What follows belongs to an exercise in optimizing a design on an open flow for small area, a short achievable clock period and few clock cycles per item; a production flow would make more cautious choices. RTL that was checked went through simulation tests only; none was proved equivalent to the original.

run 1:
==> flow/design.v (excerpt) <==
module mult_top (
    input  logic        clock,
    input  logic        reset,
    input  logic        in_valid,
    input  logic [31:0] in_rs1,
    input  logic [31:0] in_rs2,
    input  logic [5:0]  in_dest,
    input  logic [3:0]  in_bm,
    input  logic [2:0]  in_func,
    output logic        fu_free,
    input  logic [3:0]  b_mm_resolve,
    input  logic        b_mm_mispred,
    input  logic        cdb_gnt,
    output logic        out_valid,
    output logic [31:0] out_result,
    output logic [5:0]  out_dest
);
    logic [242-1:0] t_in, t_q;
    logic                v_q, hi_q, kill;
    logic [3:0]          bm_q;
    mult_pre  u_pre  (.rs1(in_rs1), .rs2(in_rs2), .func(in_func[1:0]), .t(t_in));
    mult_post u_post (.r(t_q), .hi(hi_q), .res(out_result));
    assign kill      = b_mm_mispred & |(b_mm_resolve & bm_q);
    assign fu_free   = ~v_q | cdb_gnt;
    assign out_valid = v_q & ~kill;
    always_ff @(posedge clock) begin
        if (reset)        v_q <= 1'b0;
        else if (fu_free) v_q <= in_valid;
        else if (kill)    v_q <= 1'b0;
        if (fu_free) begin
            bm_q     <= in_bm;
            out_dest <= in_dest;
            hi_q     <= |in_func[1:0];
            t_q      <= t_in;
        end else begin
            bm_q     <= bm_q & ~b_mm_resolve;
        end
    end
endmodule
For scale: ~2700 cells after synthesis, about 250 flip-flops, about 0.035 mm2 of cells after synthesis.
export LEC_CHECK = 0
export ABC_CLOCK_PERIOD_IN_PS = 3000
export CAP_MARGIN = 20
export CORE_MARGIN = 2
export CORE_UTILIZATION = 65
export PLACE_DENSITY = 0.75
export SETUP_SLACK_MARGIN = 2.0
export SLEW_MARGIN = 20
export SYNTH_HIERARCHICAL = 1
export SYNTH_MINIMUM_KEEP_SIZE = 0
create_clock -name core_clock -period 6.5 [get_ports {clock}]
run.sh (not shown) runs the stock make flow with config.mk's settings and CLKGATE_MAP_FILE= SYNTH_SCRIPT=/design/flow/synth_recipe.tcl, a recipe that flattens the netlist after the stock synthesis.
Edits applied to the flow inputs when going from run 1 to run 2:
diff --git a/flow/config.mk b/flow/config.mk
--- a/flow/config.mk
+++ b/flow/config.mk
@@ -7,8 +7,6 @@
 export LEC_CHECK = 0
-export ABC_CLOCK_PERIOD_IN_PS = 3000
 export CAP_MARGIN = 20
 export CORE_MARGIN = 2
-export CORE_UTILIZATION = 65
-export PLACE_DENSITY = 0.75
-export SETUP_SLACK_MARGIN = 2.0
+export CORE_UTILIZATION = 40
+export PLACE_DENSITY = 0.6
 export SLEW_MARGIN = 20
==> run summary <==
- Across run 1 and run 2, a clean result was obtained everywhere but in run 2.
- Run comparison: run 1 top metal layer carrying routed signals met5; run 2 top metal layer carrying routed signals met4
- | setup slack at placement | run 2 vs run 1 | 0.34 ns lower |
- From run 1 to run 2 the numbers moved as follows: global router's overall resource usage decreased by 15 points relative to the old numbers; sequential share of layout area increased by 0.72 points relative to the old numbers; wire length of the first global-routing pass increased by 3.3% relative to the old numbers.
--- input diff run 2..run 3 ---
diff --git a/flow/config.mk b/flow/config.mk
--- a/flow/config.mk
+++ b/flow/config.mk
@@ -9,4 +9,5 @@
 export CORE_MARGIN = 2
-export CORE_UTILIZATION = 40
-export PLACE_DENSITY = 0.6
+export CORE_UTILIZATION = 65
+export PLACE_DENSITY = 0.75
+export SETUP_SLACK_MARGIN = 2.0
 export SLEW_MARGIN = 20
==> comparison <==
Run 3 finished end to end and its layout was clean on timing, DRC and antenna. Between run 2 and run 3, the flow reports via count normalized by instance count increasing by more than 10%. Diff run 2..run 3 | flip-flop and latch count | unchanged. Note that the core area recorded for run 2 amounts to 1.6 times the value seen in run 3.
Function was not checked in any run of this note: the RTL went through the layout flow alone.


Another version of the RTL of mult_top (not shown whole).
Size: about 140 flip-flops, ~130 I/O pins, ~30000 um2 of cells after synthesis.
Design mult_top, start of the top module:
module mult_top (
    input  logic        clock,
    input  logic        reset,
    input  logic        in_valid,
    input  logic [31:0] in_rs1,
    input  logic [31:0] in_rs2,
    input  logic [5:0]  in_dest,
    input  logic [3:0]  in_bm,
    input  logic [2:0]  in_func,
    output logic        fu_free,
    input  logic [3:0]  b_mm_resolve,
    input  logic        b_mm_mispred,
    input  logic        cdb_gnt,
    output logic        out_valid,
    output logic [31:0] out_result,
    output logic [5:0]  out_dest
);
==> flow/config.mk <==
export PLATFORM = sky130hd
export DESIGN_NAME = mult_top
export DESIGN_NICKNAME = mult_top
export VERILOG_FILES = /design/flow/design.v
export SDC_FILE = /design/flow/constraint.sdc
export NUM_CORES = 4
export LEC_CHECK = 0
export CAP_MARGIN = 20
export CORE_MARGIN = 2
export CORE_UTILIZATION = 50
export CTS_BUF_LIST = sky130_fd_sc_hd__clkbuf_4 sky130_fd_sc_hd__clkbuf_8
export PLACE_DENSITY = 0.65
export SETUP_SLACK_MARGIN = 1.2
export SLEW_MARGIN = 20
export SYNTH_HIERARCHICAL = 1
export SYNTH_MINIMUM_KEEP_SIZE = 0
==> flow/constraint.sdc <==
create_clock -name core_clock -period 6.5 [get_ports {clock}]
set_input_delay 1.3000 -clock core_clock [delete_from_list [all_inputs] [get_ports {clock}]]
set_output_delay 1.3000 -clock core_clock [all_outputs]
set_load 0.01 [all_outputs]
standard.sh (not shown) runs the stock make flow with config.mk's settings and CLKGATE_MAP_FILE= SYNTH_SCRIPT=/design/flow/synth_recipe.tcl, a recipe that flattens the netlist after the stock synthesis.
==> flow/flow/run.sh <==
#!/bin/bash
# The standard layout (standard.sh) with two changes to how it is made:
# the input and output ports get plain buf_2 buffers (buffer_ports would
# otherwise pick a delay cell), and clock-tree synthesis inserts no dummy
# loads.  The full make output goes to standard.log in the work folder.
set -euo pipefail
export BUFFER_PORTS_ARGS="-buffer_cell sky130_fd_sc_hd__buf_2"
export CTS_ARGS="-sink_clustering_enable -repair_clock_nets -dont_use_dummy_load -buf_list {sky130_fd_sc_hd__clkbuf_4 sky130_fd_sc_hd__clkbuf_8}"
bash standard.sh > standard.log 2>&1
Testbench counts at the start, summed over its fixed seeds: cycles 6,414, items 4,800.
==> next run, changes <==
Settings changed: SETUP_SLACK_MARGIN 1.2 to 1.7.
After rerunning: Flip-flop and latch count does not change. Synthesized area is unchanged. Setup slack gains 0.37 ns.
==> next run, changes <==
Settings changed: CORE_UTILIZATION 50 to 58, PLACE_DENSITY 0.65 to 0.72, SETUP_SLACK_MARGIN 1.7 to 1.5.
=> The new run ran to the end with no violations; utilization came out higher by 6.1 points; final area decreases by about 6%; sequential share of layout area rose by 0.68 points; global-route usage grows by 5.3 points.
==> next run, changes <==
Settings changed: CORE_UTILIZATION 58 to 50, PLACE_DENSITY 0.72 to 0.65.
Effect:
- The new run went through all stages and came out clean
- die area went up by about a fifth
- core utilization went down by 9.5 points
- synthesized area is unchanged
- maximum frequency went up slightly
- routed wire length went up slightly


== run A ==
mult_top, a different RTL version from the one above (not shown whole).
Size: roughly 2800 cells after synthesis, roughly 250 flip-flops, roughly 34000 um^2 of cells after synthesis.
clock: 6.5 ns
lec_check: 0
cap_margin: 20
core_margin: 2
core_utilization: 55
cts_buf_list: sky130_fd_sc_hd__clkbuf_4 sky130_fd_sc_hd__clkbuf_8
place_density: 0.7
setup_slack_margin: 1.2
slew_margin: 20
synth_hierarchical: 1
synth_minimum_keep_size: 0
run.sh (not shown) runs the stock make flow with config.mk's settings and CLKGATE_MAP_FILE= SYNTH_SCRIPT=/design/flow/synth_recipe.tcl, a recipe that flattens the netlist after the stock synthesis.
Stock flow here: none of the scripts above is used.
Run A | stages: all done | timing, DRC, antenna: all pass
Setup changes, run A to run B
# run A
export LEC_CHECK = 0
export CAP_MARGIN = 20
export CORE_MARGIN = 2
export CORE_UTILIZATION = 55
export CTS_BUF_LIST = sky130_fd_sc_hd__clkbuf_4 sky130_fd_sc_hd__clkbuf_8
export PLACE_DENSITY = 0.7
export SETUP_SLACK_MARGIN = 1.2
export SLEW_MARGIN = 20
export SYNTH_HIERARCHICAL = 1
export SYNTH_MINIMUM_KEEP_SIZE = 0
create_clock -name core_clock -period 6.5 [get_ports {clock}]
# run B
export LEC_CHECK = 0
export CAP_MARGIN = 20
export CORE_MARGIN = 2
export CORE_UTILIZATION = 65
export PLACE_DENSITY = 0.75
export SETUP_SLACK_MARGIN = 2.0
export SLEW_MARGIN = 20
export SYNTH_HIERARCHICAL = 1
export SYNTH_MINIMUM_KEEP_SIZE = 0
create_clock -name core_clock -period 6.5 [get_ports {clock}]
Results
The global-route usage reported for run B is greater than that of run A by 9.0 points. Between run B and run A, the cell area after synthesis does not differ in any meaningful way. [diff] final design instance area without fill, run B relative to run A: regression. Core utilization: run B higher than run A.
Input changes introduced in run C (baseline for comparison: run B):
# run B
export LEC_CHECK = 0
export CAP_MARGIN = 20
export CORE_MARGIN = 2
export CORE_UTILIZATION = 65
export PLACE_DENSITY = 0.75
export SETUP_SLACK_MARGIN = 2.0
export SLEW_MARGIN = 20
export SYNTH_HIERARCHICAL = 1
export SYNTH_MINIMUM_KEEP_SIZE = 0
create_clock -name core_clock -period 6.5 [get_ports {clock}]
# run C
export LEC_CHECK = 0
export CAP_MARGIN = 20
export CORE_MARGIN = 2
export CORE_UTILIZATION = 65
export CTS_BUF_LIST = sky130_fd_sc_hd__clkbuf_4 sky130_fd_sc_hd__clkbuf_8
export PLACE_DENSITY = 0.75
export SLEW_MARGIN = 20
export SYNTH_HIERARCHICAL = 1
export SYNTH_MINIMUM_KEEP_SIZE = 0
create_clock -name core_clock -period 6.5 [get_ports {clock}]
Notes after the runs:
- Summary — non-clock buffer count, run C relative to run B: lower, by 31%.
- Run C vs run B, detail-routed via count per cell went down by 0.24.
- Between run B and run C, pin count of the biggest net entering global routing is lower for run B, run C comes in above that.
Function was not checked in any run of this note: the RTL went through the layout flow alone.


== v27 ==
Another version of the RTL of mult_top (not shown whole).
For scale: ~2,400 cells after synthesis, ~140 flip-flops, about 130 I/O pins, about 28,000 um2 of cells after synthesis.
Settings: LEC_CHECK=0, CAP_MARGIN=0, CORE_MARGIN=2, CORE_UTILIZATION=50, CTS_BUF_LIST=sky130_fd_sc_hd__clkbuf_4 sky130_fd_sc_hd__clkbuf_8, PLACE_DENSITY=0.65, SETUP_SLACK_MARGIN=1.5, SLEW_MARGIN=0, SYNTH_HIERARCHICAL=1, SYNTH_MINIMUM_KEEP_SIZE=0, TNS_END_PERCENT=0; clock period 6.5 ns.
standard.sh (not shown) runs the stock make flow with config.mk's settings and CLKGATE_MAP_FILE= SYNTH_SCRIPT=/design/flow/synth_recipe.tcl, a recipe that flattens the netlist after the stock synthesis.
Scripts as last shown in full above: flow/flow/run.sh
The final layout from v27, which completed every stage, passed the timing, DRC and antenna checks at the end of the flow.
Testbench counts of v27, summed over its fixed seeds: cycles 6,414, items 4,800.
Input changes introduced in v25 (baseline for comparison: v27):
- CAP_MARGIN changed from 0 to 20
- TNS_END_PERCENT removed (was 0)
- SLEW_MARGIN changed from 0 to 20
==> run summary <==
v25 has completed all stages; timing, DRC and antenna checks passed.
Looking at v27 and v25, the final total negative setup slack is a wash.
Changes observed in v25 relative to v27: count of TritonRoute iterations in the first routing pass -1, global routing met3 resource utilization -1.1 points, number of gates resized after cts +16%.
Overall global routing resource usage ends up lower on v25.
v25 against v27: setup slack now larger; largest net degree at the start of global routing now larger.
The following lists how v32 was set up differently from v25:
==> flow/flow/run.sh <==
#!/bin/bash
# The standard layout (standard.sh) with two changes to how it is made:
# the input and output ports get plain buf_4 buffers (buffer_ports would
# otherwise pick a delay cell), and clock-tree synthesis inserts no dummy
# loads.  The full make output goes to standard.log in the work folder.
set -euo pipefail
export BUFFER_PORTS_ARGS="-buffer_cell sky130_fd_sc_hd__buf_4"
export CTS_ARGS="-sink_clustering_enable -repair_clock_nets -dont_use_dummy_load -buf_list {sky130_fd_sc_hd__clkbuf_4 sky130_fd_sc_hd__clkbuf_8}"
bash standard.sh > standard.log 2>&1
Findings:
The utilization after layout of v32 exceeds that of v25 by 0.67 points. Delta (v32 minus v25): sequential share of layout area essentially unchanged.


Starting RTL as in the previous note.
## mult_top
module mult_top (
    input  logic        clock,
    input  logic        reset,
    input  logic        in_valid,
    input  logic [31:0] in_rs1,
    input  logic [31:0] in_rs2,
    input  logic [5:0]  in_dest,
    input  logic [3:0]  in_bm,
    input  logic [2:0]  in_func,
    output logic        fu_free,
    input  logic [3:0]  b_mm_resolve,
    input  logic        b_mm_mispred,
    input  logic        cdb_gnt,
    output logic        out_valid,
    output logic [31:0] out_result,
    output logic [5:0]  out_dest
);
clock: 6.5 ns
lec_check: 0
cap_margin: 20
core_margin: 2
core_utilization: 50
cts_buf_list: sky130_fd_sc_hd__clkbuf_4 sky130_fd_sc_hd__clkbuf_8
place_density: 0.65
setup_slack_margin: 1.8
slew_margin: 20
synth_hierarchical: 1
synth_minimum_keep_size: 0
tns_end_percent: 0
==> flow/flow/run.sh <==
#!/bin/bash
# The standard layout (standard.sh) with two changes to how it is made:
# the input and output ports get plain buf_2 buffers (buffer_ports would
# otherwise pick a delay cell), and clock-tree synthesis inserts no dummy
# loads.  The full make output goes to standard.log in the work folder.
set -euo pipefail
export BUFFER_PORTS_ARGS="-buffer_cell sky130_fd_sc_hd__buf_2"
export CTS_ARGS="-sink_clustering_enable -repair_clock_nets -dont_use_dummy_load -buf_list {sky130_fd_sc_hd__clkbuf_4 sky130_fd_sc_hd__clkbuf_8}"
bash standard.sh > standard.log 2>&1
Testbench counts at the start, summed over its fixed seeds: cycles 6,414, items 4,800.
==> next run, changes <==
--- a/flow/config.mk
+++ b/flow/config.mk
@@ -13 +13 @@
-export SETUP_SLACK_MARGIN = 1.8
+export SETUP_SLACK_MARGIN = 1.5
@@ -17 +17 @@
-export TNS_END_PERCENT = 0
+export TNS_END_PERCENT = 30
The changed run finished clean. Synthesized area is unchanged. Clock skew is about the same. Die area is unchanged. Routed wire length rises by a few percent. Register-to-register slack gains 350 ps.
==> next run, changes <==
--- a/flow/config.mk
+++ b/flow/config.mk
@@ -12 +12 @@
-export PLACE_DENSITY = 0.65
+export PLACE_DENSITY = 0.75
@@ -17 +17 @@
-export TNS_END_PERCENT = 30
+export TNS_END_PERCENT = 0
=> Via count grows by about 0.65%. Design area shrinks by about 2.2%. Utilization shrinks by 1.3 points. Die area does not change. Non-clock buffer count shrinks by 41.
==> next run, changes <==
--- a/flow/config.mk
+++ b/flow/config.mk
@@ -12 +12 @@
-export PLACE_DENSITY = 0.75
+export PLACE_DENSITY = 0.65
=>
- clock-buffer cell count is unchanged
- non-clock buffer count fell by 4
- critical path depth rose by 2
- clock skew fell by 7.8 ps
- design area stays flat


Another version of the RTL of mult_top (not shown whole).
Size in the first run: ~2700 cells after synthesis, roughly 150 flip-flops, roughly 130 I/O pins, ~0.031 mm2 of cells after synthesis.
clock: 6.5 ns
lec_check: 0
cap_margin: 20
core_margin: 2
core_utilization: 50
cts_buf_list: sky130_fd_sc_hd__clkbuf_4 sky130_fd_sc_hd__clkbuf_8
place_density: 0.65
setup_slack_margin: 1.5
slew_margin: 20
synth_hierarchical: 1
synth_minimum_keep_size: 0
Scripts as last shown in full above: flow/flow/run.sh
Testbench counts at the start, summed over its fixed seeds: cycles 6,414, items 4,800.
Change:
==> flow/run.sh (new file) <==
#!/bin/bash
# synth_recipe.tcl (not shown) runs the flow's synth.tcl, then flattens the netlist and writes it again
# the make line also repeats each setting of config.mk as NAME=value (left out here)
make -C /OpenROAD-flow-scripts/flow DESIGN_CONFIG=/design/flow/config.mk WORK_HOME=/design/flow/orfs CLKGATE_MAP_FILE= SYNTH_SCRIPT=/design/flow/synth_recipe.tcl finish
CORE_UTILIZATION = 65   (was 50)
CTS_BUF_LIST = default   (was sky130_fd_sc_hd__clkbuf_4 sky130_fd_sc_hd__clkbuf_8)
PLACE_DENSITY = 0.75   (was 0.65)
SETUP_SLACK_MARGIN = 2.0   (was 1.5)
removed: flow/flow/run.sh
removed: flow/standard.sh
With this change the flow never finished: it broke off in global routing (5_1_grt) (GRT-0232). Synthesized area stays the same. Synthesized cell count is unchanged.
Change:
CORE_UTILIZATION = 50   (was 65)
CTS_BUF_LIST = sky130_fd_sc_hd__clkbuf_4 sky130_fd_sc_hd__clkbuf_8   (was default)
PLACE_DENSITY = 0.65   (was 0.75)
SETUP_SLACK_MARGIN = 1.5   (was 2.0)
Effect:
- This time the run went through all stages and came out clean
- area after synthesis does not change
- synthesized cell count is unchanged
Change:
==> flow/flow/run.sh (new file) <==
#!/bin/bash
# The standard layout (standard.sh) with two changes to how it is made:
# the input and output ports get plain buf_2 buffers (buffer_ports would
# otherwise pick a delay cell), and clock-tree synthesis inserts no dummy
# loads.  The full make output goes to standard.log in the work folder.
set -euo pipefail
export BUFFER_PORTS_ARGS="-buffer_cell sky130_fd_sc_hd__buf_2"
export CTS_ARGS="-sink_clustering_enable -repair_clock_nets -dont_use_dummy_load -buf_list {sky130_fd_sc_hd__clkbuf_4 sky130_fd_sc_hd__clkbuf_8}"
bash standard.sh > standard.log 2>&1
==> flow/standard.sh (new file) <==
#!/bin/bash
# synth_recipe.tcl (not shown) runs the flow's synth.tcl, then flattens the netlist and writes it again
# the make line also repeats each setting of config.mk as NAME=value (left out here)
make -C /OpenROAD-flow-scripts/flow DESIGN_CONFIG=/design/flow/config.mk WORK_HOME=/design/flow/orfs CLKGATE_MAP_FILE= SYNTH_SCRIPT=/design/flow/synth_recipe.tcl "${@:-finish}"
SETUP_SLACK_MARGIN = 2.0   (was 1.5)
removed: flow/run.sh
What happened: The new run completed with no timing, DRC or antenna violations; count of clock-buffer cells in the layout shrinks by 2; wire length grows by a few percent; design area came out higher by a few percent.

## what the ideal ports hide
The flow's constraints put no driver on any port. The routed layouts listed below were extracted and timed again, unchanged, in two steps.
Step 1 (the two cells are an assumption about what drives the block):
set clk [get_ports {clock}]
set_driving_cell -lib_cell sky130_fd_sc_hd__clkbuf_16 $clk
set_driving_cell -lib_cell sky130_fd_sc_hd__buf_2 [delete_from_list [all_inputs] $clk]
Step 2 adds t to the input delays and takes it off the output delays; t is the mean of the earliest and latest rising clock arrival at the registers after step 1. Input paths then give back, and output paths get back, about the clock's delay inside the block.
a / b / c = no drivers / after step 1 / after step 2; a / b = the first two.
| run | t (ns) | slack for setup (ns) | hold slack, ns |
|---|---|---|---|
| run 1 | 0.617 | 0.294 / 0.228 / 0.845 | 0.508 / 0.508 / 0.508 |
| run 2 | 0.635 | -0.060 / -0.118 / 0.517 | 0.495 / 0.495 / 0.495 |
| run 3 | 0.617 | 0.294 / 0.228 / 0.845 | 0.508 / 0.508 / 0.508 |
| the first run of note 2 | 0.514 | 1.202 / 1.189 / 0.675 | 0.492 / 0.492 / 0.492 |
| the second run of note 2 | 0.514 | 1.571 / 1.543 / 1.029 | 0.493 / 0.493 / 0.493 |
| the third run of note 2 | 0.501 | 1.457 / 1.396 / 0.895 | 0.491 / 0.491 / 0.491 |
| the fourth run of note 2 | 0.518 | 1.495 / 1.496 / 0.978 | 0.494 / 0.494 / 0.494 |
| run A | 0.698 | 1.019 / 0.956 / 0.681 | 0.499 / 0.499 / 0.499 |
| run B | 0.675 | 1.051 / 0.996 / 1.299 | 0.498 / 0.498 / 0.498 |
| run C | 0.694 | 0.200 / 0.147 / 0.641 | 0.490 / 0.490 / 0.490 |
| v27 | 0.505 | 1.335 / 1.250 / 0.745 | 0.500 / 0.500 / 0.500 |
| v25 | 0.516 | 1.408 / 1.361 / 0.890 | 0.488 / 0.488 / 0.488 |
| v32 | 0.520 | 1.458 / 1.409 / 0.944 | 0.489 / 0.489 / 0.489 |
| the first run of note 5 | 0.505 | 1.335 / 1.250 / 0.745 | 0.500 / 0.500 / 0.500 |
| the second run of note 5 | 0.508 | 1.442 / 1.393 / 0.906 | 0.495 / 0.495 / 0.495 |
| the third run of note 5 | 0.514 | 1.334 / 1.358 / 0.844 | 0.487 / 0.487 / 0.487 |
| the fourth run of note 5 | 0.505 | 1.335 / 1.250 / 0.745 | 0.500 / 0.500 / 0.500 |
| the first run of note 6 | 0.526 | 1.439 / 1.385 / 0.945 | 0.496 / 0.496 / 0.496 |
| the third run of note 6 | 0.531 | 1.381 / 1.324 / 0.960 | 0.497 / 0.497 / 0.497 |
| the fourth run of note 6 | 0.516 | 1.448 / 1.391 / 1.306 | 0.501 / 0.501 / 0.501 |
